This is an optimization exercise on Yosys and OpenROAD, whose aim is a short achievable clock period and few clock cycles, not a production implementation.
RTL that was checked went through simulation tests only; none was proved equivalent to the original.
No functional check of the RTL was part of run 1.
The flow treats the clock pin as an ideal source, which a real chip does not have.
Power is estimated from default activity; no workload was simulated.

==> flow/design.v (outline; a module is shown in full before it is edited, if it fits) <==
// module CPU: 409 lines
// module mul_stage1: 1143 lines
// module mul_stage2: 233 lines
module CPU(clk,
            rst_n,
            wen_D,
            addr_D,
            wdata_D,
            rdata_D,
            addr_I,
            rdata_I);
  // ...
==> flow/flow/run.sh <==
#!/bin/bash
set -euo pipefail
MARGIN=$(cat flow/margin.txt)
bash standard.sh SETUP_SLACK_MARGIN=$MARGIN finish > flow_make.log 2>&1
==> flow/flow/margin.txt <==
7.8
==> flow/standard.sh <==
#!/bin/bash
# synth_recipe.tcl (not shown) runs the flow's synth.tcl, then flattens the netlist and writes it again
# the make line also repeats each setting of config.mk as NAME=value (left out here)
make -C /OpenROAD-flow-scripts/flow DESIGN_CONFIG=/design/flow/config.mk WORK_HOME=/design/flow/orfs CLKGATE_MAP_FILE= SYNTH_SCRIPT=/design/flow/synth_recipe.tcl "${@:-finish}"
==> flow/config.mk <==
export PLATFORM = sky130hd
export DESIGN_NAME = CPU
export DESIGN_NICKNAME = CPU
export VERILOG_FILES = /design/flow/design.v
export SDC_FILE = /design/flow/constraint.sdc
export NUM_CORES = 8
export LEC_CHECK = 0
export ABC_CLOCK_PERIOD_IN_PS = 3500
export CAP_MARGIN = 20
export CORE_MARGIN = 2
export CORE_UTILIZATION = 40
export SLEW_MARGIN = 20
==> flow/constraint.sdc <==
create_clock -name core_clock -period 12.0 [get_ports {clk}]
set_input_delay 2.4000 -clock core_clock [delete_from_list [all_inputs] [get_ports {clk}]]
set_output_delay 2.4000 -clock core_clock [all_outputs]
set_load 0.01 [all_outputs]
==> impl_metrics.yaml, run 1 <==
hold_path:
  hold_start: "dv_a[23]"
synth:
  synth_cell_type_count: 116
  yosys-mux-area-fraction_pct: 8.93
  yosysMostFrequentCell: "dfrtp_1"
sta:
  timing.setup.tns_ps: 0
  fin_crit_ps: 5140
  hold_viol_final: 0
  fmax_mhz: 195
worst_setup_path:
  worstSetupEndpoint: "pc_n[24]"
  r2r.worst_path.cells: 17
  critPathBufInv: 3
  critPathCaptureType: "flip-flop"
  crit_required_ps: 12890
  rr_startpoint: "x_fa[1]"
outcome:
  outcome: "timing/DRC/antenna clean"
detailed_routing:
  drtAntennaViolNets: 0
  routed_via_density: 7.16
power_and_ir_drop:
  power_switching_mw: 15.6
  power.leakage_nw: 78.1
  finalPower_mw: 34.2
cts:
  cts_resized: 1735
  clock_path_buffers: 4
  htree_levels: 4
placed_design:
  dpl.cell_count: 20300
  io_buffers: 162
  gp_congestion: 1.08
  place_area_mm2: 0.153
cells_and_area:
  largestRegisters: "regs.q x992, m_mrows x119, dv_m5 x35"
  largest_class: "multi-input gates"
  seq_area_mm2: 0.0474
  multi_input_area_share_pct: 55.6
die:
  design.die.area_mm2: 0.367
grt:
  grt_max_degree: 181
==> module CPU, before the edit <==
module CPU(clk,
            rst_n,
            wen_D,
            addr_D,
            wdata_D,
            rdata_D,
            addr_I,
            rdata_I);
    input         clk, rst_n ;
    output        wen_D  ;
    output [31:0] addr_D ;
    output [31:0] wdata_D;
    input  [31:0] rdata_D;
    output [31:0] addr_I ;
    input  [31:0] rdata_I;
    localparam [31:0] RESET_PC = 32'h00010000;
    reg  [31:0] pc_f;         
    reg  [31:0] pc_n;         
    reg         x_v;
    reg  [4:0]  x_rd;
    reg         x_wr;         
    reg         x_ld, x_st, x_br, x_jalr, x_jrok, x_mul, x_div, x_rem, x_pop;
    reg         x_jlong;      
    reg  [31:0] x_pc;
    reg  [2:0]  x_f3;
    reg         x_pred;       
    reg  [3:0]  x_rdc;        
    reg  [31:0] x_alt;        
    reg  [31:0] x_imm;
    reg  [31:0] x_pass;       
    reg  [31:0] x_rf1, x_rf2;
    reg  [4:0]  x_fa;         
    reg  [4:0]  x_fs;         
    reg  [3:0]  x_fam, x_fsm;   
    reg  [3:0]  x_fad, x_fsd;   
    reg         x_issum;      
    reg         x_useimm;
    reg  [5:0]  x_op;         
    reg         m_wr;
    reg  [4:0]  m_rd;
    reg         m_ld, m_mul;
    reg  [31:0] m_sum;        
    reg  [31:0] m_oth;        
    reg         m_issum;
    reg  [31:0] m_addr;       
    reg  [31:0] m_wdata;
    reg         m_wen;
    reg         w_wr;
    reg  [4:0]  w_rd;
    reg  [31:0] w_res;
    wire [31:0] rf [0:31];
    wire [31:0] fi = rdata_I;
    wire [6:0] opc   = fi[6:0];
    wire [4:0] f_rd  = fi[11:7];
    wire [2:0] f_f3  = fi[14:12];
    wire [4:0] f_rs1 = fi[19:15];
    wire [4:0] f_rs2 = fi[24:20];
    wire f_lui   = (opc == 7'b0110111);
    wire f_auipc = (opc == 7'b0010111);
    wire f_jal   = (opc == 7'b1101111);
    wire f_jalr  = (opc == 7'b1100111);
    wire f_br    = (opc == 7'b1100011);
    wire f_ld    = (opc == 7'b0000011);
    wire f_st    = (opc == 7'b0100011);
    wire f_opi   = (opc == 7'b0010011);
    wire f_op    = (opc == 7'b0110011);
    wire f_md    = f_op & fi[25];
    wire f_mul   = f_md & ~f_f3[2];
    wire f_div   = f_md & f_f3[2];            
    wire f_pop   = f_lui | f_auipc | f_jal | f_jalr;    
    wire f_use1  = f_jalr | f_br | f_ld | f_st | f_opi | f_op;
    wire f_use2  = f_br | f_st | f_op;
    wire f_wr    = (f_pop | f_ld | f_opi | f_op) & (f_rd != 5'd0);
    wire [31:0] immI = {{20{fi[31]}}, fi[31:20]};
    wire [31:0] immS = {{20{fi[31]}}, fi[31:25], fi[11:7]};
    wire [31:0] immB = {{19{fi[31]}}, fi[31], fi[7], fi[30:25], fi[11:8], 1'b0};
    wire [31:0] immU = {fi[31:12], 12'b0};
    wire [31:0] immJ = {{11{fi[31]}}, fi[31], fi[19:12], fi[20], fi[30:21], 1'b0};
    wire [31:0] pc      = ~pc_n;
    wire [31:0] f_pc4   = pc + 32'd4;
    wire [31:0] f_auipcv = pc + immU;
    function [31:0] sadd(input [31:0] base, input [18:0] hp1, input [18:0] hm1, input [12:0] off);
        reg [13:0] lo;
        begin
            lo = {1'b0, base[12:0]} + {1'b0, off};
            sadd[12:0] = lo[12:0];
            sadd[31:13] = (lo[13] & ~off[12]) ? hp1 : (~lo[13] & off[12]) ? hm1 : base[31:13];
        end
    endfunction
    wire [18:0] pc_hp1 = pc[31:13] + 19'd1;
    wire [18:0] pc_hm1 = pc[31:13] - 19'd1;
    wire [31:0] f_btgt  = sadd(pc, pc_hp1, pc_hm1, immB[12:0]);
    wire [31:0] f_jtgt  = sadd(pc, pc_hp1, pc_hm1, immJ[12:0]);
    wire        f_jfit  = (immJ[20:13] == {8{immJ[12]}});    
    wire f_sub = f_op & ~fi[25] & fi[30];
    wire f_sll = f_opi & (f_f3 == 3'b001);
    wire f_srl = f_opi & (f_f3 == 3'b101) & ~fi[30];
    wire f_sra = f_opi & (f_f3 == 3'b101) & fi[30];
    wire f_slt = f_opi & (f_f3 == 3'b010);
    wire f_add = ~(f_sub | f_sll | f_srl | f_sra | f_slt);
    wire [31:0] rf1 = (w_wr && w_rd == f_rs1) ? w_res : rf[f_rs1];
    wire [31:0] rf2 = (w_wr && w_rd == f_rs2) ? w_res : rf[f_rs2];
    wire hit1_x = x_v & x_wr & (x_rd == f_rs1);
    wire hit2_x = x_v & x_wr & (x_rd == f_rs2);
    wire hit1_m = m_wr & (m_rd == f_rs1);
    wire hit2_m = m_wr & (m_rd == f_rs2);
    wire [3:0] src1 = {hit1_x & ~x_ld & x_issum, hit1_x & ~x_ld & ~x_issum, ~hit1_x & hit1_m, ~hit1_x & ~hit1_m};
    wire [3:0] src2 = {hit2_x & ~x_ld & x_issum, hit2_x & ~x_ld & ~x_issum, ~hit2_x & hit2_m, ~hit2_x & ~hit2_m};
    wire f_dep_x = (f_use1 & hit1_x) | (f_use2 & ~f_st & hit2_x);
    wire f_haz   = (f_dep_x & (x_mul | x_ld)) | (f_st & hit2_x & x_mul);
    wire jr_x = x_v & x_wr & (x_rd == f_rs1);
    wire jr_m = m_wr & (m_rd == f_rs1);
    wire jr_w = w_wr & (w_rd == f_rs1);
    wire jr_0 = (f_rs1 == 5'd0);
    wire jr_1 = (f_rs1 == 5'd1);
    wire jsel_x = jr_x & x_pop;
    wire jsel_m = ~jr_x & jr_m & ~(m_ld | m_mul);
    wire jsel_w = ~jr_x & ~jr_m & jr_w;
    wire jsel_0 = jr_0;
    wire jsel_1 = ~jr_x & ~jr_m & ~jr_w & jr_1;
    wire [18:0] xp_hp1 = x_pass[31:13] + 19'd1, xp_hm1 = x_pass[31:13] - 19'd1;
    wire [18:0] mr_hp1 = m_res[31:13] + 19'd1,  mr_hm1 = m_res[31:13] - 19'd1;
    wire [18:0] wr_hp1 = w_res[31:13] + 19'd1,  wr_hm1 = w_res[31:13] - 19'd1;
    wire [18:0] r1_hp1 = rf[1][31:13] + 19'd1,  r1_hm1 = rf[1][31:13] - 19'd1;
    wire [31:0] jt_x = sadd(x_pass, xp_hp1, xp_hm1, immI[12:0]);
    wire [31:0] jt_m = sadd(m_res,  mr_hp1, mr_hm1, immI[12:0]);
    wire [31:0] jt_w = sadd(w_res,  wr_hp1, wr_hm1, immI[12:0]);
    wire [31:0] jt_1 = sadd(rf[1],  r1_hp1, r1_hm1, immI[12:0]);
    wire f_jrok = f_jalr & (jsel_x | jsel_m | jsel_w | jsel_0 | jsel_1);
    wire f_jok = f_jal & f_jfit;
    wire f_bt = f_br & (fi[31] | (f_f3 == 3'b001));    
    wire f_take = f_jok | f_bt | f_jrok;
    wire [31:0] m_res = m_issum ? m_sum : m_oth;
    wire [31:0] mul_p;                  
    reg  [119-1:0] m_mrows;
    mul_stage2 mul2(.r(m_mrows), .p(mul_p));
    function [31:0] fwd(input [3:0] sel, input [31:0] a, input [31:0] b, input [31:0] c, input [31:0] d);
        fwd = ({32{sel[3]}} & a) | ({32{sel[2]}} & b) | ({32{sel[1]}} & c) | ({32{sel[0]}} & d);
    endfunction
    wire [31:0] ra_e = fwd(x_fa[3:0], m_sum, m_oth, w_res, x_rf1);
    wire [31:0] rs_e = fwd(x_fs[3:0], m_sum, m_oth, w_res, x_rf2);
    wire [31:0] ra = ra_e;
    wire [31:0] rs = rs_e;
    wire [31:0] ma = fwd(x_fam, m_sum, m_oth, w_res, x_rf1);
    wire [31:0] mb = fwd(x_fsm, m_sum, m_oth, w_res, x_rf2);
    wire [31:0] da = fwd(x_fad, m_sum, m_oth, w_res, x_rf1);
    wire [31:0] db = fwd(x_fsd, m_sum, m_oth, w_res, x_rf2);
    wire [31:0] st_data = x_fs[4] ? rdata_D : rs_e;      
    wire [31:0] rb = x_useimm ? x_imm : rs;
    wire [31:0] sum  = ra + rb;
    wire [31:0] diff = ra - rs;
    wire        slt  = $signed(ra) < $signed(x_imm);
    wire [31:0] shl  = ra << x_imm[4:0];
    wire [31:0] shr  = ra >> x_imm[4:0];
    wire [31:0] sha  = $signed(ra) >>> x_imm[4:0];
    wire [31:0] alu;
    wire br_eq = (ra == rs);
    wire br_lt = $signed(ra) < $signed(rs);
    wire br_taken = x_f3[2] ? (br_lt ^ x_f3[0]) : (br_eq ^ x_f3[0]);
    wire [31:0] jalr_tgt = sum & ~32'd1;
    wire [31:0] jlong_tgt = x_pc + x_imm;
    wire x_redirect = x_v & ~x_hold & ((x_rdc[3] & br_eq) | (x_rdc[2] & ~br_eq) | (x_rdc[1] & br_lt) |
                                       (x_rdc[0] & ~br_lt) | (x_jalr & ~x_jrok) | x_jlong);
    wire [31:0] x_target = x_jalr ? jalr_tgt : x_jlong ? jlong_tgt : x_alt;
    reg         dv_busy;
    reg         dv_setup;
    reg  [31:0] dv_x, dv_y;     
    reg  [31:0] dv_r;           
    reg  [32:0] dv_a;           
    reg  [31:0] dv_q;           
    reg  [3:0]  dv_n;           
    reg  [34:0] dv_m1, dv_m3, dv_m5, dv_m7;    
    reg         dv_rem, dv_wr;
    reg  [4:0]  dv_rd;
    wire        dv_bz  = (dv_y == 32'd0);
    wire        dv_lt  = (dv_x < dv_y);
    wire        dv_one = (dv_x[31:1] < dv_y);            
    wire [31:0] dv_a1  = dv_x - dv_y;
    wire        dv_quick = dv_bz | dv_one;
    wire [31:0] dv_qq = dv_bz ? 32'hFFFFFFFF : {31'd0, ~dv_lt};
    wire [31:0] dv_qr = (dv_bz | dv_lt) ? dv_x : dv_a1;
    wire [31:0] dv_qres = dv_rem ? dv_qr : dv_qq;
    wire [11:1] dv_fit;
    genvar gn;
    generate
        for (gn = 1; gn < 11; gn = gn + 1) begin : dfit
            assign dv_fit[gn] = ((dv_x >> (3 * gn)) < dv_y);
        end
    endgenerate
    assign dv_fit[11] = 1'b1;
    wire [11:1] dv_nd = dv_fit & ~{dv_fit[10:1], 1'b0};    
    reg  [3:0]  dv_nd1;
    reg  [31:0] dv_r0;
    reg  [32:0] dv_a0;
    integer u;
    always @(*) begin
        dv_nd1 = 4'd0; dv_r0 = 32'd0; dv_a0 = 33'd0;
        for (u = 1; u < 11; u = u + 1) begin
            dv_nd1 = dv_nd1 | ({4{dv_nd[u]}} & (u - 1));
            dv_r0  = dv_r0  | ({32{dv_nd[u]}} & (dv_x >> (3 * u)));
            dv_a0  = dv_a0  | ({33{dv_nd[u]}} & ({1'b0, dv_x} << (33 - 3 * u)));
        end
        dv_nd1 = dv_nd1 | ({4{dv_nd[11]}} & 4'd10);
        dv_a0  = dv_a0  | ({33{dv_nd[11]}} & {1'b0, dv_x});
    end
    wire [34:0] b1 = {3'd0, dv_y};
    wire [34:0] b3 = b1 + {b1[33:0], 1'b0};
    wire [34:0] b5 = b1 + {b1[32:0], 2'b0};
    wire [34:0] b7 = {b1[31:0], 3'b0} - b1;
    wire [34:0] rx = {dv_r, dv_a[32:30]};
    wire [34:0] mk [1:7];
    assign mk[1] = dv_m1;  assign mk[2] = {dv_m1[33:0], 1'b0};  assign mk[3] = dv_m3;
    assign mk[4] = {dv_m1[32:0], 2'b0};  assign mk[5] = dv_m5;  assign mk[6] = {dv_m3[33:0], 1'b0};
    assign mk[7] = dv_m7;
    wire [35:0] dt [1:7];
    wire [7:0]  ge;
    assign ge[0] = 1'b1;
    genvar gk;
    generate
        for (gk = 1; gk < 8; gk = gk + 1) begin : dsub
            assign dt[gk] = {1'b0, rx} - {1'b0, mk[gk]};
            assign ge[gk] = (rx >= mk[gk]);
        end
    endgenerate
    wire [7:0]  dv_sel = ge & ~{1'b0, ge[7:1]};          
    reg  [2:0]  dv_dig;
    reg  [31:0] dv_rn;
    integer t;
    always @(*) begin
        dv_dig = 3'd0;
        dv_rn  = {32{dv_sel[0]}} & rx[31:0];
        for (t = 1; t < 8; t = t + 1) begin
            dv_dig = dv_dig | ({3{dv_sel[t]}} & t[2:0]);
            dv_rn  = dv_rn  | ({32{dv_sel[t]}} & dt[t][31:0]);
        end
    end
    wire        dv_last = (dv_n == 4'd0);
    wire [31:0] dv_qn   = {dv_q[28:0], dv_dig};
    wire [31:0] dv_out  = dv_rem ? dv_rn : dv_qn;
    wire        x_hold  = dv_busy;
    wire        x_dv    = x_v & x_div & ~dv_busy;           
    wire        dv_give = dv_busy & (dv_setup ? dv_quick : dv_last);
    wire [31:0] dv_res  = dv_setup ? dv_qres : dv_out;
    always @(posedge clk or negedge rst_n) begin
        if (!rst_n) begin
            dv_busy <= 1'b0; dv_setup <= 1'b0; dv_rem <= 1'b0; dv_wr <= 1'b0; dv_rd <= 5'd0;
            dv_x <= 32'd0; dv_y <= 32'd0;
            dv_r <= 32'd0; dv_a <= 33'd0; dv_q <= 32'd0; dv_n <= 4'd0;
            dv_m1 <= 35'd0; dv_m3 <= 35'd0; dv_m5 <= 35'd0; dv_m7 <= 35'd0;
        end else if (dv_busy) begin
            if (dv_setup) begin
                dv_setup <= 1'b0;
                dv_busy <= ~dv_quick;
                dv_r  <= dv_r0;
                dv_a  <= dv_a0;
                dv_q  <= 32'd0;
                dv_n  <= dv_nd1;
                dv_m1 <= b1;  dv_m3 <= b3;  dv_m5 <= b5;  dv_m7 <= b7;
            end else begin
                dv_busy <= ~dv_last;
                dv_r  <= dv_rn;
                dv_a  <= {dv_a[29:0], 3'd0};
                dv_q  <= dv_qn;
                dv_n  <= dv_n - 4'd1;
            end
        end else if (x_dv) begin
            dv_busy  <= 1'b1;
            dv_setup <= 1'b1;
            dv_rem <= x_rem;
            dv_wr  <= x_wr;
            dv_rd  <= x_rd;
            dv_x   <= da;
            dv_y   <= db;
        end
    end
    wire [119-1:0] mul_rows;
    mul_stage1 mul1(.a(ma), .b(mb), .r(mul_rows));
    wire xs_on = ~x_hold;
    assign alu = ({32{xs_on & x_op[1]}} & diff) | ({32{xs_on & x_op[2]}} & shl) |
                 ({32{xs_on & x_op[3]}} & shr) | ({32{xs_on & x_op[4]}} & sha) |
                 {31'd0, xs_on & x_op[5] & slt} | ({32{xs_on & x_pop}} & x_pass) |
                 ({32{x_hold}} & dv_res);
    assign addr_D  = m_addr;
    assign wdata_D = m_wdata;
    assign wen_D   = m_wen;
    assign addr_I  = pc_f;
    wire f_stall = x_hold | f_haz;
    wire f_go    = ~f_stall & ~x_redirect;       
    wire [31:0] pc_fnext = ({32{f_stall}} & pc) |
                           ({32{~f_stall & f_jok}} & f_jtgt) | ({32{~f_stall & f_bt}} & f_btgt) |
                           ({32{~f_stall & f_jalr & jsel_x}} & (jt_x & ~32'd1)) |
                           ({32{~f_stall & f_jalr & jsel_m}} & (jt_m & ~32'd1)) |
                           ({32{~f_stall & f_jalr & jsel_w}} & (jt_w & ~32'd1)) |
                           ({32{~f_stall & f_jalr & jsel_1}} & (jt_1 & ~32'd1)) |
                           ({32{~f_stall & f_jalr & jsel_0}} & (immI & ~32'd1)) |
                           ({32{~f_stall & ~f_take}} & f_pc4);
    wire [31:0] pc_next = x_redirect ? x_target : pc_fnext;
    always @(posedge clk or negedge rst_n) begin
        if (!rst_n) begin
            pc_f <= RESET_PC;
            pc_n <= ~RESET_PC;
        end else begin
            pc_f <= pc_next;
            pc_n <= ~pc_next;
        end
    end
    always @(posedge clk or negedge rst_n) begin
        if (!rst_n) begin
            x_v <= 1'b0; x_rd <= 5'd0; x_wr <= 1'b0;
            x_ld <= 1'b0; x_st <= 1'b0; x_br <= 1'b0; x_jalr <= 1'b0; x_jrok <= 1'b0;
            x_jlong <= 1'b0; x_pc <= 32'd0;
            x_mul <= 1'b0; x_div <= 1'b0; x_rem <= 1'b0; x_pop <= 1'b0; x_f3 <= 3'd0;
            x_pred <= 1'b0; x_rdc <= 4'd0; x_alt <= 32'd0; x_imm <= 32'd0; x_pass <= 32'd0;
            x_rf1 <= 32'd0; x_rf2 <= 32'd0;
            x_fa <= 5'd0; x_fs <= 5'd0; x_fam <= 4'd0; x_fsm <= 4'd0; x_fad <= 4'd0; x_fsd <= 4'd0; x_issum <= 1'b0; x_useimm <= 1'b0; x_op <= 6'd0;
        end else if (x_hold) begin
            if (x_fa[1]) begin
                x_rf1 <= w_res; x_fa <= 5'b00001;
                x_fam <= {3'b000, x_fam[1]}; x_fad <= {3'b000, x_fad[1]};
            end
            if (x_fs[1]) begin
                x_rf2 <= w_res; x_fs <= 5'b00001;
                x_fsm <= {3'b000, x_fsm[1]}; x_fsd <= {3'b000, x_fsd[1]};
            end
        end else begin
            x_v    <= f_go;
            x_rd   <= f_rd;
            x_wr   <= f_wr;
            x_ld   <= f_ld;
            x_st   <= f_st;
            x_br   <= f_br;
            x_jalr <= f_jalr;
            x_jrok <= f_jrok;
            x_jlong <= f_jal & ~f_jfit;
            x_pc   <= pc;
            x_mul  <= f_mul;
            x_div  <= f_div;
            x_rem  <= f_f3[1];
            x_pop  <= f_pop;
            x_f3   <= f_f3;
            x_pred <= f_bt;
            x_rdc  <= {4{f_br}} & {~f_f3[2] & (f_f3[0] ~^ f_bt), ~f_f3[2] & (f_f3[0] ^ f_bt),
                                   f_f3[2] & (f_f3[0] ~^ f_bt),  f_f3[2] & (f_f3[0] ^ f_bt)};
            x_alt  <= f_bt ? f_pc4 : f_btgt;
            x_imm  <= f_st ? immS : f_jal ? immJ : immI;
            x_pass <= f_lui ? immU : f_auipc ? f_auipcv : f_pc4;
            x_rf1  <= rf1;
            x_rf2  <= rf2;
            x_fa   <= {1'b0, src1};
            x_fs   <= {hit2_x & x_ld, src2};
            x_fam  <= {4{f_mul}} & src1;
            x_fsm  <= {4{f_mul}} & src2;
            x_fad  <= {4{f_div}} & src1;
            x_fsd  <= {4{f_div}} & src2;
            x_issum <= f_add & ~f_pop & ~f_md;
            x_useimm <= ~(f_op | f_br);
            x_op   <= {f_slt, f_sra, f_srl, f_sll, f_sub, f_add};
        end
    end
    always @(posedge clk or negedge rst_n) begin
        if (!rst_n) begin
            m_wr <= 1'b0; m_rd <= 5'd0; m_ld <= 1'b0; m_mul <= 1'b0;
            m_sum <= 32'd0; m_oth <= 32'd0; m_issum <= 1'b0; m_addr <= 32'd0; m_wdata <= 32'd0; m_wen <= 1'b0;
            m_mrows <= {119{1'b0}};
        end else begin
            if (x_hold) begin
                m_wr  <= dv_give & dv_wr;
                m_rd  <= dv_rd;
            end else begin
                m_wr  <= x_v & x_wr & ~x_div;
                m_rd  <= x_rd;
            end
            m_oth <= alu;
            m_sum   <= sum;
            m_issum <= x_issum & ~x_hold;
            m_ld    <= x_v & x_ld & ~x_hold;
            m_mul   <= x_v & x_mul & ~x_hold;
            m_wen   <= x_v & x_st & ~x_hold;
            if (x_ld | x_st)
                m_addr <= sum;
            m_wdata <= st_data;
            m_mrows <= mul_rows;
        end
    end
    always @(posedge clk or negedge rst_n) begin
        if (!rst_n) begin
            w_wr <= 1'b0; w_rd <= 5'd0; w_res <= 32'd0;
        end else begin
            w_wr  <= m_wr;
            w_rd  <= m_rd;
            w_res <= m_ld ? rdata_D : m_mul ? mul_p : m_res;
        end
    end
    assign rf[0] = 32'd0;
    genvar g;
    generate
        for (g = 1; g < 32; g = g + 1) begin : regs
            localparam [31:0] INIT = (g == 2) ? 32'hbffffff0 : (g == 3) ? 32'h10008000 : 32'd0;
            reg [31:0] q;
            always @(posedge clk or negedge rst_n) begin
                if (!rst_n)
                    q <= INIT;
                else if (w_wr && w_rd == g)
                    q <= w_res;
            end
            assign rf[g] = q;
        end
    endgenerate
endmodule
==> run 2, diff against run 1 <==
--- a/flow/design.v
+++ b/flow/design.v
@@ -15,7 +15,6 @@
     input  [31:0] rdata_I;
     localparam [31:0] RESET_PC = 32'h00010000;
     reg  [31:0] pc_f;         
-    reg  [31:0] pc_n;         
     reg         x_v;
     reg  [4:0]  x_rd;
     reg         x_wr;         
@@ -29,12 +28,14 @@
     reg  [31:0] x_imm;
     reg  [31:0] x_pass;       
     reg  [31:0] x_rf1, x_rf2;
-    reg  [4:0]  x_fa;         
-    reg  [4:0]  x_fs;         
-    reg  [3:0]  x_fam, x_fsm;   
-    reg  [3:0]  x_fad, x_fsd;   
+    reg  [5:0]  x_fa;         
+    reg  [5:0]  x_fs;         
+    reg  [4:0]  x_fam, x_fsm;   
+    reg  [4:0]  x_fad, x_fsd;   
+    reg  [4:0]  x_fab, x_fsb;   
     reg         x_issum;      
     reg         x_useimm;
+    reg  [5:0]  x_fb;         
     reg  [5:0]  x_op;         
     reg         m_wr;
     reg  [4:0]  m_rd;
@@ -42,7 +43,9 @@
     reg  [31:0] m_sum;        
     reg  [31:0] m_oth;        
     reg         m_issum;
-    reg  [31:0] m_addr;       
+    reg         m_jr;         
+    reg  [31:0] m_jrt;
+    reg  [31:0] m_addr_n;     
     reg  [31:0] m_wdata;
     reg         m_wen;
     reg         w_wr;
@@ -76,7 +79,7 @@
     wire [31:0] immB = {{19{fi[31]}}, fi[31], fi[7], fi[30:25], fi[11:8], 1'b0};
     wire [31:0] immU = {fi[31:12], 12'b0};
     wire [31:0] immJ = {{11{fi[31]}}, fi[31], fi[19:12], fi[20], fi[30:21], 1'b0};
-    wire [31:0] pc      = ~pc_n;
+    wire [31:0] pc      = pc_f;
     wire [31:0] f_pc4   = pc + 32'd4;
     wire [31:0] f_auipcv = pc + immU;
     function [31:0] sadd(input [31:0] base, input [18:0] hp1, input [18:0] hm1, input [12:0] off);
@@ -98,35 +101,38 @@
     wire f_sra = f_opi & (f_f3 == 3'b101) & fi[30];
     wire f_slt = f_opi & (f_f3 == 3'b010);
     wire f_add = ~(f_sub | f_sll | f_srl | f_sra | f_slt);
-    wire [31:0] rf1 = (w_wr && w_rd == f_rs1) ? w_res : rf[f_rs1];
-    wire [31:0] rf2 = (w_wr && w_rd == f_rs2) ? w_res : rf[f_rs2];
+    wire dv_w1 = dv_give & dv_wr & (dv_rd == f_rs1);
+    wire dv_w2 = dv_give & dv_wr & (dv_rd == f_rs2);
+    wire [31:0] rf1 = (w_wr && w_rd == f_rs1) ? w_res : (dvr_v && dvr_rd == f_rs1) ? dvr : rf[f_rs1];
+    wire [31:0] rf2 = (w_wr && w_rd == f_rs2) ? w_res : (dvr_v && dvr_rd == f_rs2) ? dvr : rf[f_rs2];
     wire hit1_x = x_v & x_wr & (x_rd == f_rs1);
     wire hit2_x = x_v & x_wr & (x_rd == f_rs2);
     wire hit1_m = m_wr & (m_rd == f_rs1);
     wire hit2_m = m_wr & (m_rd == f_rs2);
-    wire [3:0] src1 = {hit1_x & ~x_ld & x_issum, hit1_x & ~x_ld & ~x_issum, ~hit1_x & hit1_m, ~hit1_x & ~hit1_m};
-    wire [3:0] src2 = {hit2_x & ~x_ld & x_issum, hit2_x & ~x_ld & ~x_issum, ~hit2_x & hit2_m, ~hit2_x & ~hit2_m};
+    wire [4:0] src1 = {hit1_x & ~x_ld & x_issum, hit1_x & ~x_ld & ~x_issum, ~hit1_x & hit1_m,
+                       ~hit1_x & ~hit1_m & dv_w1, ~hit1_x & ~hit1_m & ~dv_w1};
+    wire [4:0] src2 = {hit2_x & ~x_ld & x_issum, hit2_x & ~x_ld & ~x_issum, ~hit2_x & hit2_m,
+                       ~hit2_x & ~hit2_m & dv_w2, ~hit2_x & ~hit2_m & ~dv_w2};
     wire f_dep_x = (f_use1 & hit1_x) | (f_use2 & ~f_st & hit2_x);
-    wire f_haz   = (f_dep_x & (x_mul | x_ld)) | (f_st & hit2_x & x_mul);
-    wire jr_x = x_v & x_wr & (x_rd == f_rs1);
-    wire jr_m = m_wr & (m_rd == f_rs1);
-    wire jr_w = w_wr & (w_rd == f_rs1);
-    wire jr_0 = (f_rs1 == 5'd0);
-    wire jr_1 = (f_rs1 == 5'd1);
-    wire jsel_x = jr_x & x_pop;
-    wire jsel_m = ~jr_x & jr_m & ~(m_ld | m_mul);
-    wire jsel_w = ~jr_x & ~jr_m & jr_w;
-    wire jsel_0 = jr_0;
-    wire jsel_1 = ~jr_x & ~jr_m & ~jr_w & jr_1;
-    wire [18:0] xp_hp1 = x_pass[31:13] + 19'd1, xp_hm1 = x_pass[31:13] - 19'd1;
-    wire [18:0] mr_hp1 = m_res[31:13] + 19'd1,  mr_hm1 = m_res[31:13] - 19'd1;
-    wire [18:0] wr_hp1 = w_res[31:13] + 19'd1,  wr_hm1 = w_res[31:13] - 19'd1;
-    wire [18:0] r1_hp1 = rf[1][31:13] + 19'd1,  r1_hm1 = rf[1][31:13] - 19'd1;
-    wire [31:0] jt_x = sadd(x_pass, xp_hp1, xp_hm1, immI[12:0]);
-    wire [31:0] jt_m = sadd(m_res,  mr_hp1, mr_hm1, immI[12:0]);
-    wire [31:0] jt_w = sadd(w_res,  wr_hp1, wr_hm1, immI[12:0]);
-    wire [31:0] jt_1 = sadd(rf[1],  r1_hp1, r1_hm1, immI[12:0]);
-    wire f_jrok = f_jalr & (jsel_x | jsel_m | jsel_w | jsel_0 | jsel_1);
+    wire dv_pend = dv_busy & ~dv_give;
+    wire f_dvhaz = (f_dep_x & x_div) | (f_st & hit2_x & x_div) |
+                   (dv_pend & dv_wr & ((f_use1 & (dv_rd == f_rs1)) | (f_use2 & (dv_rd == f_rs2)))) |
+                   (f_div & ((x_v & x_div) | dv_busy | dvr_v));
+    wire dv_kill_x = f_wr & x_v & x_div & (x_rd == f_rd);      
+    wire dv_kill_p = f_wr & dv_pend & (dv_rd == f_rd);        
+    wire f_haz   = (f_dep_x & (x_mul | x_ld)) | (f_st & hit2_x & x_mul) | f_dvhaz;
+    reg         ra_lv;
+    reg  [31:0] ra_pc;
+    wire x1_x    = x_v & x_wr & (x_rd == 5'd1);
+    wire x1_busy = (m_wr & (m_rd == 5'd1)) | (w_wr & (w_rd == 5'd1)) |
+                   (dv_busy & dv_wr & (dv_rd == 5'd1)) | (dvr_v & (dvr_rd == 5'd1));
+    wire [31:0] ra_val = ra_lv ? ra_pc : rf[1];
+    wire f_ret  = f_jalr & (fi[31:15] == 17'd1) & ~x1_x & (ra_lv | ~x1_busy);    
+    wire f_jrx  = f_jalr & x_v & x_wr & x_pop & (x_rd == f_rs1);
+    wire [18:0] xp_hp1 = x_pass[31:13] + 19'd1;
+    wire [18:0] xp_hm1 = x_pass[31:13] - 19'd1;
+    wire [31:0] f_jrxt = sadd(x_pass, xp_hp1, xp_hm1, immI[12:0]);
+    wire f_jrok = f_ret | f_jrx;
     wire f_jok = f_jal & f_jfit;
     wire f_bt = f_br & (fi[31] | (f_f3 == 3'b001));    
     wire f_take = f_jok | f_bt | f_jrok;
@@ -134,19 +140,21 @@
     wire [31:0] mul_p;                  
     reg  [119-1:0] m_mrows;
     mul_stage2 mul2(.r(m_mrows), .p(mul_p));
-    function [31:0] fwd(input [3:0] sel, input [31:0] a, input [31:0] b, input [31:0] c, input [31:0] d);
-        fwd = ({32{sel[3]}} & a) | ({32{sel[2]}} & b) | ({32{sel[1]}} & c) | ({32{sel[0]}} & d);
+    function [31:0] fwd(input [4:0] sel, input [31:0] a, input [31:0] b, input [31:0] c,
+                        input [31:0] d, input [31:0] e);
+        fwd = ({32{sel[4]}} & a) | ({32{sel[3]}} & b) | ({32{sel[2]}} & c) | ({32{sel[1]}} & d) |
+              ({32{sel[0]}} & e);
     endfunction
-    wire [31:0] ra_e = fwd(x_fa[3:0], m_sum, m_oth, w_res, x_rf1);
-    wire [31:0] rs_e = fwd(x_fs[3:0], m_sum, m_oth, w_res, x_rf2);
+    wire [31:0] ra_e = fwd(x_fa[4:0], m_sum, m_oth, w_res, dvr, x_rf1);
+    wire [31:0] rs_e = fwd(x_fs[4:0], m_sum, m_oth, w_res, dvr, x_rf2);
     wire [31:0] ra = ra_e;
     wire [31:0] rs = rs_e;
-    wire [31:0] ma = fwd(x_fam, m_sum, m_oth, w_res, x_rf1);
-    wire [31:0] mb = fwd(x_fsm, m_sum, m_oth, w_res, x_rf2);
-    wire [31:0] da = fwd(x_fad, m_sum, m_oth, w_res, x_rf1);
-    wire [31:0] db = fwd(x_fsd, m_sum, m_oth, w_res, x_rf2);
-    wire [31:0] st_data = x_fs[4] ? rdata_D : rs_e;      
-    wire [31:0] rb = x_useimm ? x_imm : rs;
+    wire [31:0] ma = fwd(x_fam, m_sum, m_oth, w_res, dvr, x_rf1);
+    wire [31:0] mb = fwd(x_fsm, m_sum, m_oth, w_res, dvr, x_rf2);
+    wire [31:0] da = fwd(x_fad, m_sum, m_oth, w_res, dvr, x_rf1);
+    wire [31:0] db = fwd(x_fsd, m_sum, m_oth, w_res, dvr, x_rf2);
+    wire [31:0] st_data = x_fs[5] ? rdata_D : rs_e;      
+    wire [31:0] rb = ({32{x_fb[5]}} & x_imm) | fwd(x_fb[4:0], m_sum, m_oth, w_res, dvr, x_rf2);
     wire [31:0] sum  = ra + rb;
     wire [31:0] diff = ra - rs;
     wire        slt  = $signed(ra) < $signed(x_imm);
@@ -154,14 +162,16 @@
     wire [31:0] shr  = ra >> x_imm[4:0];
     wire [31:0] sha  = $signed(ra) >>> x_imm[4:0];
     wire [31:0] alu;
-    wire br_eq = (ra == rs);
-    wire br_lt = $signed(ra) < $signed(rs);
+    wire [31:0] ba = fwd(x_fab, m_sum, m_oth, w_res, dvr, x_rf1);
+    wire [31:0] bb = fwd(x_fsb, m_sum, m_oth, w_res, dvr, x_rf2);
+    wire br_eq = (ba == bb);
+    wire br_lt = $signed(ba) < $signed(bb);
     wire br_taken = x_f3[2] ? (br_lt ^ x_f3[0]) : (br_eq ^ x_f3[0]);
-    wire [31:0] jalr_tgt = sum & ~32'd1;
+    wire x_jr = x_v & x_jalr & ~x_jrok;
     wire [31:0] jlong_tgt = x_pc + x_imm;
-    wire x_redirect = x_v & ~x_hold & ((x_rdc[3] & br_eq) | (x_rdc[2] & ~br_eq) | (x_rdc[1] & br_lt) |
-                                       (x_rdc[0] & ~br_lt) | (x_jalr & ~x_jrok) | x_jlong);
-    wire [31:0] x_target = x_jalr ? jalr_tgt : x_jlong ? jlong_tgt : x_alt;
+    wire x_redirect = x_v & ((x_rdc[3] & br_eq) | (x_rdc[2] & ~br_eq) | (x_rdc[1] & br_lt) |
+                                       (x_rdc[0] & ~br_lt) | x_jlong);
+    wire [31:0] x_target = x_jlong ? jlong_tgt : x_alt;
     reg         dv_busy;
     reg         dv_setup;
     reg  [31:0] dv_x, dv_y;     
@@ -172,6 +182,9 @@
     reg  [34:0] dv_m1, dv_m3, dv_m5, dv_m7;    
     reg         dv_rem, dv_wr;
     reg  [4:0]  dv_rd;
+    reg  [31:0] dvr;            
+    reg         dvr_v;
+    reg  [4:0]  dvr_rd;
     wire        dv_bz  = (dv_y == 32'd0);
     wire        dv_lt  = (dv_x < dv_y);
     wire        dv_one = (dv_x[31:1] < dv_y);            
@@ -237,7 +250,6 @@
     wire        dv_last = (dv_n == 4'd0);
     wire [31:0] dv_qn   = {dv_q[28:0], dv_dig};
     wire [31:0] dv_out  = dv_rem ? dv_rn : dv_qn;
-    wire        x_hold  = dv_busy;
     wire        x_dv    = x_v & x_div & ~dv_busy;           
     wire        dv_give = dv_busy & (dv_setup ? dv_quick : dv_last);
     wire [31:0] dv_res  = dv_setup ? dv_qres : dv_out;
@@ -248,6 +260,8 @@
             dv_r <= 32'd0; dv_a <= 33'd0; dv_q <= 32'd0; dv_n <= 4'd0;
             dv_m1 <= 35'd0; dv_m3 <= 35'd0; dv_m5 <= 35'd0; dv_m7 <= 35'd0;
         end else if (dv_busy) begin
+            if (dv_kill_p & f_go)
+                dv_wr <= 1'b0;
             if (dv_setup) begin
                 dv_setup <= 1'b0;
                 dv_busy <= ~dv_quick;
@@ -267,41 +281,56 @@
             dv_busy  <= 1'b1;
             dv_setup <= 1'b1;
             dv_rem <= x_rem;
-            dv_wr  <= x_wr;
+            dv_wr  <= x_wr & ~(dv_kill_x & f_go);
             dv_rd  <= x_rd;
             dv_x   <= da;
             dv_y   <= db;
         end
     end
+    always @(posedge clk or negedge rst_n) begin
+        if (!rst_n) begin
+            dvr <= 32'd0; dvr_v <= 1'b0; dvr_rd <= 5'd0;
+        end else begin
+            if (dv_give) begin
+                dvr    <= dv_res;
+                dvr_v  <= dv_wr & ~(dv_kill_p & f_go);
+                dvr_rd <= dv_rd;
+            end else if (dvr_v & (~w_wr | (w_rd == dvr_rd))) begin
+                dvr_v  <= 1'b0;       
+            end
+        end
+    end
     wire [119-1:0] mul_rows;
     mul_stage1 mul1(.a(ma), .b(mb), .r(mul_rows));
-    wire xs_on = ~x_hold;
-    assign alu = ({32{xs_on & x_op[1]}} & diff) | ({32{xs_on & x_op[2]}} & shl) |
-                 ({32{xs_on & x_op[3]}} & shr) | ({32{xs_on & x_op[4]}} & sha) |
-                 {31'd0, xs_on & x_op[5] & slt} | ({32{xs_on & x_pop}} & x_pass) |
-                 ({32{x_hold}} & dv_res);
-    assign addr_D  = m_addr;
+    assign alu = ({32{x_op[1]}} & diff) | ({32{x_op[2]}} & shl) |
+                 ({32{x_op[3]}} & shr) | ({32{x_op[4]}} & sha) |
+                 {31'd0, x_op[5] & slt} | ({32{x_pop}} & x_pass);
+    assign addr_D  = ~m_addr_n;
     assign wdata_D = m_wdata;
     assign wen_D   = m_wen;
     assign addr_I  = pc_f;
-    wire f_stall = x_hold | f_haz;
+    wire f_stall = f_haz | x_jr | m_jr;
     wire f_go    = ~f_stall & ~x_redirect;       
-    wire [31:0] pc_fnext = ({32{f_stall}} & pc) |
+    wire [31:0] pc_fnext = ({32{m_jr}} & m_jrt) | ({32{~m_jr & f_stall}} & pc) |
                            ({32{~f_stall & f_jok}} & f_jtgt) | ({32{~f_stall & f_bt}} & f_btgt) |
-                           ({32{~f_stall & f_jalr & jsel_x}} & (jt_x & ~32'd1)) |
-                           ({32{~f_stall & f_jalr & jsel_m}} & (jt_m & ~32'd1)) |
-                           ({32{~f_stall & f_jalr & jsel_w}} & (jt_w & ~32'd1)) |
-                           ({32{~f_stall & f_jalr & jsel_1}} & (jt_1 & ~32'd1)) |
-                           ({32{~f_stall & f_jalr & jsel_0}} & (immI & ~32'd1)) |
+                           ({32{~f_stall & f_ret}} & (ra_val & ~32'd1)) |
+                           ({32{~f_stall & f_jrx}} & (f_jrxt & ~32'd1)) |
                            ({32{~f_stall & ~f_take}} & f_pc4);
     wire [31:0] pc_next = x_redirect ? x_target : pc_fnext;
     always @(posedge clk or negedge rst_n) begin
         if (!rst_n) begin
             pc_f <= RESET_PC;
-            pc_n <= ~RESET_PC;
         end else begin
             pc_f <= pc_next;
-            pc_n <= ~pc_next;
+        end
+    end
+    always @(posedge clk or negedge rst_n) begin
+        if (!rst_n) begin
+            ra_lv <= 1'b0;
+            ra_pc <= 32'd0;
+        end else if (x1_x) begin
+            ra_lv <= x_pop;
+            ra_pc <= x_pass;
         end
     end
     always @(posedge clk or negedge rst_n) begin
@@ -312,16 +341,7 @@
             x_mul <= 1'b0; x_div <= 1'b0; x_rem <= 1'b0; x_pop <= 1'b0; x_f3 <= 3'd0;
             x_pred <= 1'b0; x_rdc <= 4'd0; x_alt <= 32'd0; x_imm <= 32'd0; x_pass <= 32'd0;
             x_rf1 <= 32'd0; x_rf2 <= 32'd0;
-            x_fa <= 5'd0; x_fs <= 5'd0; x_fam <= 4'd0; x_fsm <= 4'd0; x_fad <= 4'd0; x_fsd <= 4'd0; x_issum <= 1'b0; x_useimm <= 1'b0; x_op <= 6'd0;
-        end else if (x_hold) begin
-            if (x_fa[1]) begin
-                x_rf1 <= w_res; x_fa <= 5'b00001;
-                x_fam <= {3'b000, x_fam[1]}; x_fad <= {3'b000, x_fad[1]};
-            end
-            if (x_fs[1]) begin
-                x_rf2 <= w_res; x_fs <= 5'b00001;
-                x_fsm <= {3'b000, x_fsm[1]}; x_fsd <= {3'b000, x_fsd[1]};
-            end
+            x_fa <= 6'd0; x_fs <= 6'd0; x_fam <= 5'd0; x_fsm <= 5'd0; x_fad <= 5'd0; x_fsd <= 5'd0; x_fab <= 5'd0; x_fsb <= 5'd0; x_issum <= 1'b0; x_useimm <= 1'b0; x_fb <= 6'd0; x_op <= 6'd0;
         end else begin
             x_v    <= f_go;
             x_rd   <= f_rd;
@@ -348,36 +368,35 @@
             x_rf2  <= rf2;
             x_fa   <= {1'b0, src1};
             x_fs   <= {hit2_x & x_ld, src2};
-            x_fam  <= {4{f_mul}} & src1;
-            x_fsm  <= {4{f_mul}} & src2;
-            x_fad  <= {4{f_div}} & src1;
-            x_fsd  <= {4{f_div}} & src2;
+            x_fam  <= {5{f_mul}} & src1;
+            x_fsm  <= {5{f_mul}} & src2;
+            x_fad  <= {5{f_div}} & src1;
+            x_fsd  <= {5{f_div}} & src2;
+            x_fab  <= {5{f_br}} & src1;
+            x_fsb  <= {5{f_br}} & src2;
             x_issum <= f_add & ~f_pop & ~f_md;
             x_useimm <= ~(f_op | f_br);
+            x_fb   <= (f_op | f_br) ? {1'b0, src2} : 6'b100000;
             x_op   <= {f_slt, f_sra, f_srl, f_sll, f_sub, f_add};
         end
     end
     always @(posedge clk or negedge rst_n) begin
         if (!rst_n) begin
             m_wr <= 1'b0; m_rd <= 5'd0; m_ld <= 1'b0; m_mul <= 1'b0;
-            m_sum <= 32'd0; m_oth <= 32'd0; m_issum <= 1'b0; m_addr <= 32'd0; m_wdata <= 32'd0; m_wen <= 1'b0;
+            m_sum <= 32'd0; m_jr <= 1'b0; m_jrt <= 32'd0; m_oth <= 32'd0; m_issum <= 1'b0; m_addr_n <= 32'hFFFFFFFF; m_wdata <= 32'd0; m_wen <= 1'b0;
             m_mrows <= {119{1'b0}};
         end else begin
-            if (x_hold) begin
-                m_wr  <= dv_give & dv_wr;
-                m_rd  <= dv_rd;
-            end else begin
-                m_wr  <= x_v & x_wr & ~x_div;
-                m_rd  <= x_rd;
-            end
+            m_wr    <= x_v & x_wr & ~x_div;
+            m_rd    <= x_rd;
             m_oth <= alu;
             m_sum   <= sum;
-            m_issum <= x_issum & ~x_hold;
-            m_ld    <= x_v & x_ld & ~x_hold;
-            m_mul   <= x_v & x_mul & ~x_hold;
-            m_wen   <= x_v & x_st & ~x_hold;
-            if (x_ld | x_st)
-                m_addr <= sum;
+            m_jr    <= x_jr;
+            m_jrt   <= sum & ~32'd1;
+            m_issum <= x_issum;
+            m_ld    <= x_v & x_ld;
+            m_mul   <= x_v & x_mul;
+            m_wen   <= x_v & x_st;
+            m_addr_n <= ~sum;
             m_wdata <= st_data;
             m_mrows <= mul_rows;
         end
@@ -391,6 +410,9 @@
             w_res <= m_ld ? rdata_D : m_mul ? mul_p : m_res;
         end
     end
+    wire        rf_we = w_wr | dvr_v;
+    wire [4:0]  rf_wa = w_wr ? w_rd : dvr_rd;
+    wire [31:0] rf_wd = w_wr ? w_res : dvr;
     assign rf[0] = 32'd0;
     genvar g;
     generate
@@ -400,8 +422,8 @@
             always @(posedge clk or negedge rst_n) begin
                 if (!rst_n)
                     q <= INIT;
-                else if (w_wr && w_rd == g)
-                    q <= w_res;
+                else if (rf_we && rf_wa == g)
+                    q <= rf_wd;
             end
             assign rf[g] = q;
         end
--- a/flow/config.mk
+++ b/flow/config.mk
@@ -8,5 +8,5 @@
 export ABC_CLOCK_PERIOD_IN_PS = 3500
 export CAP_MARGIN = 20
 export CORE_MARGIN = 2
-export CORE_UTILIZATION = 40
+export CORE_UTILIZATION = 30
 export SLEW_MARGIN = 20
==> impl_metrics.yaml, run 2 <==
synth:
  yosysTopAreaCell: "dfrtp_1"
  syn_area_per_cell_um2: 8.40
  synth_edf_count: 0
  synth_cells: 17300
  synth_seq_area_share_pct: 33.5
  ys_seq_elements: 1945
  synthArstFlopShare_pct: 100
  yosysWarnings: 1
  synth_nets: 18400
  syn-cell-area_mm2: 0.146
  synthFlopType: "dfrtp_1"
  yosysMostFrequentCell: "a21oi_1"
  synth_top_area_share_pct: 32.4
  synth.area.top_cells: "dfrtp_1 (32%), ha_1 (7.0%), a21oi_1 (7.0%)"
  synth_cell_type_count: 116
  yosys-top-cells-count: "a21oi_1 (2039), dfrtp_1 (1883), nor2_1 (1867)"
cells_and_area:
  final_layout_size_suffix_gt1_share_pct: 20.9
  largest_reg_flops: 992
  top_register: "regs.q"
  area_growth_pct: 26.8
  final_core_util_pct: 38.2
  final_common_cell: "a21oi_1"
  fin_nets: 18900
  mostFrequentLayoutCells: "a21oi_1 (1951), nor2_1 (1725), dfrtp_1 (1723), nand2_1 (1198), buf_4 (1147)"
  largestRegisters: "regs.q x992, m_mrows x119, dv_m5 x35"
sta:
  fmax_mhz: 215
  hold_ws_ps: 469
  rsz0062_at_grt: "yes"
  setup_viol: 0
  hold_viol_final: 0
  maxSlewHeadroom_pct: 7.77
  fin_skew_ps: 109
  final_max_slew_viol_count: 0
  timing.setup.tns_ps: 0
  worst_pin_slew_ps: 1340
  period_share_pct: 38.8
  fin_crit_ps: 4660
worst_setup_path:
  critPathCaptureType: "flip-flop"
  crit_required_ps: 12870
  cpPeakStageDelay_ps: 320
  worst-path-max-fanout: 8
  cp-start-kind: "input port"
  cp.arrival_ps: 5540
  cp_cell_sequence: "buf_4 -> buf_12 -> ha_4 -> nand3_2 -> nand2_2 -> a41oi_4 -> buf_12 -> a211oi_4 -> a211o_1 -> o31ai_4 -> buf_6 -> nor4bb_1 -> buf_4 -> nand4_1 -> and3_4 -> o21ai_4 -> a211oi_2"
  critPathKind: "input port to flip-flop"
  crit_slowest_cell: "ha_4"
  r2r.worst_path.cells: 14
grt:
  overflow: 0
  grt_max_degree: 163
  grt_pass1_vias: 149000
  track_usage_pct: 36.1
  grt_pass1_wl_um: 1250000
  antenna_found_initial: 102
power_and_ir_drop:
  seqPwrFrac_pct: 24.7
  powerDensity_mw_per_mm2: 168
  finalPower_mw: 31.0
  power.leakage_nw: 79.1
  pwr-share-clk_pct: 25.4
  internal_power_mw: 17.1
  ir_drop_v: 0.000342
  swShare_pct: 44.7
  pwr-share-comb_pct: 50.0
  power_switching_mw: 13.8
detailed_routing:
  vias: 164000
  drt-wirelength-per-cell_um: 38.4
  drc: 0
  wirelength_um: 943000
  drtAntennaViolNets: 0
  drtIter0Drc: 31800
  routed_via_density: 6.69
  drt_pass1_iterations: 15
placed_design:
  gp_congestion: 1.03
  io_buffers: 162
  hpwl_um: 616000
die:
  design.die.area_mm2: 0.491
  start_util_pct: 30.2
  die_y_um: 701
  io_pins: 163
  core_region_area_mm2: 0.483
  rows: 255
  die_x_um: 701
cts:
  cts_root_buffer: "clkbuf_16"
  clock_path_buffers: 4
  cts_sinks: 1945
  clk_pin_slew_ps: 60
  cts_buffers: 233
  worstSkewPairLatency_ps: 1070
  cts_tree: "built"
  htree_levels: 4
  cts_hold_buf: 0
job:
  drv_cap: 0
hold_path:
  hold_class: "flip-flop to flip-flop"
  min_path_cells: 1
outcome:
  outcome: "timing/DRC/antenna clean"
## run 2: cell type report
cell class,instances,area [um2]
repair inverters,2,12.5
multi-input cells,13200,98100
clock buffers,320,6570
repair buffers,1770,18300
diodes,100,250
clock inverters,114,1590
fillers,48500,298000
inverters,661,2670
well taps,6425,8040
flip-flops and latches,1945,49100
## run 2: power groups by stage
stage               logic [mW]  clock network (mW)  registers [mW]
detailed placement        11.2                   0            7.76
finish                    15.5                7.86            7.64
global route              15.8                8.09            7.62
global placement          11.2                   0            7.77
CTS                       13.5                7.85            7.57
floorplan                 6.32                   0            7.34
## run 2: path summary, 6_finish.rpt
check,start,endpoint,slack [ps]
min in group asynchronous,rst_n,m_mrows[1],1340
max reg2reg,x_fsm[4],m_mrows[102],7350
min,x_st,m_wen,470
min reg2reg,x_st,m_wen,470
max,rdata_I[24],pc_f[31],7340
max in group asynchronous,rst_n,regs[4].q[28],8140
## run 2: worst max-delay path: cells and delay by family
kind            cells  cell delay [ps]
simple gates        5              900
fa+ha+maj           1              320
compound gates      6             1020
buf+inv             5              860
## run 2: through the flow
stage          instance area [um2]  setup slack, ps  cells
3_5_place_dp                156000             4980  23000
6_report                    185000             7340  24600
3_3_place_gp                156000             4960  23000
5_1_grt                     184000             7280  24500
2_1_floorplan               147000             6880  17300
4_1_cts                     177000             7460  24100
## run 2: layer usage
layer	vias to the layer above	GRT usage (%)	wire length, um
met5	-	0.578	931
met2	13900	49.5	364000
li1	65900	-	-
met3	4229	15.4	140000
met1	80300	44.9	348000
met4	68	26.1	90400
## run 2: logic make-up (layout without fill, tap and decap cells)
| kind of cell | count (synthesis) | count (layout) | share of synthesized area (%) |
|---|---|---|---|
| multiplexers | 288 | 288 | 2.05 |
| AO/OA/AOI/OAI | 6576 | 6578 | 30.5 |
| XOR/XNOR | 626 | 626 | 3.77 |
| flip-flops | 1945 | 1945 | 33.5 |
| buffers and inverters | 2169 | 2867 | 5.67 |
| AND/OR/NAND/NOR | 4707 | 4715 | 14.7 |
| other | 0 | 100 | 0 |
| adder cells (fa/ha/maj) | 1024 | 1024 | 9.85 |
## run 2: what timing repair did
item                        CTS  global route
resized for setup          1766           907
setup endpoints to repair   530           319
setup buffers               607           320
gates cloned                 49            29
pin swaps                   433           466
Testbench counts of run 2, summed over its fixed seeds: cycles 58,583.
==> run 3, diff against run 2 <==
==> flow/flow/run.sh (replaced) <==
#!/bin/bash
# The standard layout (standard.sh, with its synthesis unchanged). The resizer's setup
# repair after clock tree synthesis is done in steps (stepped.tcl, through ORFS's PRE_CTS_TCL
# hook) so that it works towards a shorter period than the design's; the other repairs ask
# for the margin in flow/margin.txt. make's output goes to flow_make.log; ORFS keeps each
# step's log under orfs/logs.
set -euo pipefail
MARGIN=$(cat flow/margin.txt)
HOOK=$(pwd)/flow/stepped.tcl
bash standard.sh SETUP_SLACK_MARGIN=$MARGIN PRE_CTS_TCL=$HOOK finish > flow_make.log 2>&1
==> flow/flow/stepped.tcl (new file) <==
# Sourced through ORFS's PRE_CTS_TCL and PRE_GLOBAL_ROUTE_TCL hooks: replaces the repair step the
# stage then runs (repair_timing_helper). A first pass asks for a margin far above reach
# (big_margin), which improves every endpoint but stalls on the worst one; then the setup margin
# is raised in steps from just above the worst slack reached, until the steps stop gaining.
# Hold is repaired last, keeping the setup slack reached.
set ::big_margin 8.2
proc repair_timing_helper { args } {
  repair_timing -setup -setup_margin $::big_margin -repair_tns 100 -match_cell_footprint
  puts [format "stepped repair: margin %.2f -> worst slack %.3f" $::big_margin [sta::worst_slack -max]]
  set ws [sta::worst_slack -max]
  set m [expr {$ws + 0.05}]
  set idle 0
  for {set i 0} {$i < 60 && $idle < 3} {incr i} {
    repair_timing -setup -setup_margin $m -repair_tns 100 -match_cell_footprint
    set now [sta::worst_slack -max]
    puts [format "stepped repair: margin %.2f -> worst slack %.3f" $m $now]
    if {$now < $ws + 0.01} { incr idle } else { set idle 0 }
    if {$now > $ws} { set ws $now }
    set m [expr {$ws + 0.1}]
  }
  repair_timing -hold -setup_margin [expr {$ws - 0.05}] -hold_margin 0 -match_cell_footprint
  puts [format "stepped repair: after hold repair worst slack %.3f, hold %.3f" [sta::worst_slack -max] [sta::worst_slack -min]]
}
==> impl_metrics.yaml, run 3 <==
outcome:
  outcome: "timing/DRC/antenna clean"
synth:
  synth_top_area_share_pct: 32.4
  synthArstFlopShare_pct: 100
  yosysWarnings: 1
  synth_edf_count: 0
  synth_nets: 18400
  syn-cell-area_mm2: 0.146
  ys_seq_elements: 1945
  syn_area_per_cell_um2: 8.40
  yosys-top-cells-count: "a21oi_1 (2039), dfrtp_1 (1883), nor2_1 (1867)"
  synth_cell_type_count: 116
  synth.area.top_cells: "dfrtp_1 (32%), ha_1 (7.0%), a21oi_1 (7.0%)"
  synthFlopType: "dfrtp_1"
  yosysMostFrequentCell: "a21oi_1"
  synth_cells: 17300
  synth_seq_area_share_pct: 33.5
  yosysTopAreaCell: "dfrtp_1"
cells_and_area:
  area_growth_pct: 32.6
  largestRegisters: "regs.q x992, m_mrows x119, dv_m5 x35"
  fill_cells: 47400
  seq_area_mm2: 0.0491
  largest_reg_flops: 992
  top_register: "regs.q"
  mostFrequentLayoutCells: "a21oi_1 (1922), dfrtp_1 (1720), nor2_1 (1716), buf_4 (1274), nand2_1 (1176)"
  fin_nets: 19400
  final_core_util_pct: 40.0
  stdcell_area_mm2: 0.193
  final_layout_size_suffix_gt1_share_pct: 24.6
  multi_input_area_mm2: 0.0999
  final_common_cell: "a21oi_1"
power_and_ir_drop:
  ir_drop_v: 0.000369
  power.leakage_nw: 82.7
  powerDensity_mw_per_mm2: 167
grt:
  antenna_found_initial: 133
  grt_pass1_vias: 154000
  track_usage_pct: 38.4
  grt_pass1_wl_um: 1320000
  overflow: 0
  grt_max_degree: 163
placed_design:
  io_buffers: 162
  post-place-ws_ps: 4980
  place_area_mm2: 0.156
  gp_congestion: 1.03
  hpwl_um: 616000
sta:
  maxSlewHeadroom_pct: 3.30
  final_max_slew_viol_count: 0
  hold_viol_final: 0
  setup_viol: 0
  worst_pin_slew_ps: 1410
  setup_ws_ps: 7300
  fin_skew_ps: 149
  fmax_mhz: 213
  timing.setup.tns_ps: 0
  fin_crit_ps: 4700
  rsz0062_at_grt: "yes"
  period_share_pct: 39.2
worst_setup_path:
  critPathCaptureType: "flip-flop"
  r2r_setup_slack_ps: 7300
  worst-path-max-fanout: 12
  r2r.worst_path.cells: 9
  cp.arrival_ps: 5590
  rr_startpoint: "x_rf1[23]"
  critPathKind: "flip-flop to flip-flop"
  r2r-end: "m_mrows[106]"
  cp-start-kind: "flip-flop"
  crit_required_ps: 12890
die:
  io_pins: 163
  core_region_area_mm2: 0.483
  design.die.area_mm2: 0.491
  rows: 255
  die_y_um: 701
  die_x_um: 701
  start_util_pct: 30.2
cts:
  cts_sinks: 1945
  cts_buffers: 233
  cts_tree: "built"
  clk_pin_slew_ps: 60
  worstSkewPairLatency_ps: 1100
hold_path:
  hold_start: "x_st"
  hold_class: "flip-flop to flip-flop"
  min_path_cells: 1
  min_to: "m_wen"
detailed_routing:
  drtIter0Drc: 34900
  highest_layer: "met5"
  dr_wl_met2_um: 375000
  drt_pass1_iterations: 20
  routed_via_density: 6.81
  met3_length_um: 154000
  vias: 171000
  drt-wirelength-per-cell_um: 39.5
  drt-met1-wl_um: 353000
  wirelength_um: 989000
  drtAntennaViolNets: 0
  drc: 0
job:
  drv_cap: 0
==> run 3: cell families (layout without fill, tap and decap cells) <==
kind of cell | count (synthesis) | count (layout) | synth area share [%]
xor+xnor | 626 | 626 | 3.77
flops | 1945 | 1945 | 33.5
buf+inv | 2169 | 3289 | 5.67
compound gates | 6576 | 6578 | 30.5
simple gates | 4707 | 4715 | 14.7
mux | 288 | 288 | 2.05
fa+ha+maj | 1024 | 1024 | 9.85
other cells | 0 | 157 | 0
==> run 3: what timing repair did <==
item	CTS	global route
cloned	111	13
pin swaps	955	355
resized for setup	3269	364
hold buffers	0	0
setup buffers	1097	206
endpoints found under the setup margin	818	197
==> run 3: routing by layer <==
metal  vias up  GRT usage [%]
met2     15500           51.3
met4       114           29.7
met1     82800           45.7
li1      66900              -
met3      5291           19.8
met5         -           4.43
==> run 3: power breakdown <==
part	internal [mW]	switching (mW)	total, mW
logic	6.39	10.2	16.6
registers	6.95	0.699	7.65
clock network	4.47	3.43	7.89
total	17.8	14.4	32.2
==> run 3: final cells by class <==
| type | count | share of cell area (%) |
|---|---|---|
| diodes | 157 | 0.203 |
| multi-input cells | 13200 | 51.7 |
| repair inverters | 2 | 0.00777 |
| flip-flops and latches | 1945 | 25.4 |
| repair buffers | 2192 | 12.9 |
| inverters | 661 | 1.38 |
| well taps | 6425 | 4.16 |
| clock buffers | 320 | 3.40 |
| clock inverters | 114 | 0.823 |
==> run 3: metrics by stage <==
stage / power [mW] / std cells / hold WS, ps
6_report: 32.2 / 25000 / 469
5_1_grt: 32.7 / 25000 / 487
4_1_cts: 30.5 / 24700 / 473
3_5_place_dp: 18.9 / 23000 / 401
3_3_place_gp: 19.0 / 23000 / 401
2_1_floorplan: 13.7 / 17300 / 352
==> run 3: worst max-delay path by stage <==
| stage | from | endpoint | depth (start not counted) |
|---|---|---|---|
| global placement | rdata_I[25] | pc_f[24] | 14 |
| global route | x_fsm[2] | m_mrows[118] | 21 |
| CTS | rdata_I[21] | pc_f[31] | 17 |
| floorplan | rdata_I[8] | pc_f[24] | 14 |
| detailed placement | rdata_I[25] | pc_f[24] | 14 |
| finish | x_rf1[23] | m_mrows[106] | 9 |
==> run 3: worst max-delay path: stages (launching register included) <==
cell and delay, ps:
dfrtp_1 980, nand2_1 170, and4_4 340, a222oi_1 390, nor2_1 110, a221oi_4 330, fa_1 510, fa_2 700
fa_2 470, fa_2 520

==> port drivers added, routing unchanged <==
No port has a modelled driver above. Below, the same layouts with a new extraction and two added sets of constraints. Step 1 (the two cells are an assumption about what drives the block):
set clk [get_ports {clk}]
set_driving_cell -lib_cell sky130_fd_sc_hd__clkbuf_16 $clk
set_driving_cell -lib_cell sky130_fd_sc_hd__buf_2 [delete_from_list [all_inputs] $clk]
Step 2 times the ports against the registers' clock, not the clock port: input delays grow and output delays shrink by t, the midpoint of the rising clock arrivals with the driver on. a / b / c = ideal / step 1 / step 2; a / b = the first two.
run | shift t [ns] | setup WS [ns] | hold slack, ns | worst slew at a driven data input, ns | pins driven straight from the clock port
run 1 | 1.121 | 6.860 / 6.860 / 5.862 | 0.477 / 0.477 / 0.477 | 0.11 | 1
run 2 | 1.128 | 7.339 / 7.348 / 6.299 | 0.469 / 0.469 / 0.469 | 0.18 | 1
run 3 | 1.142 | 7.301 / 7.301 / 6.343 | 0.469 / 0.469 / 0.469 | 0.20 | 1
After both steps every run listed still meets setup and hold. The setup slack of run 2, which loses most, moves by +0.009 ns with the drivers and by -1.040 ns with both steps.
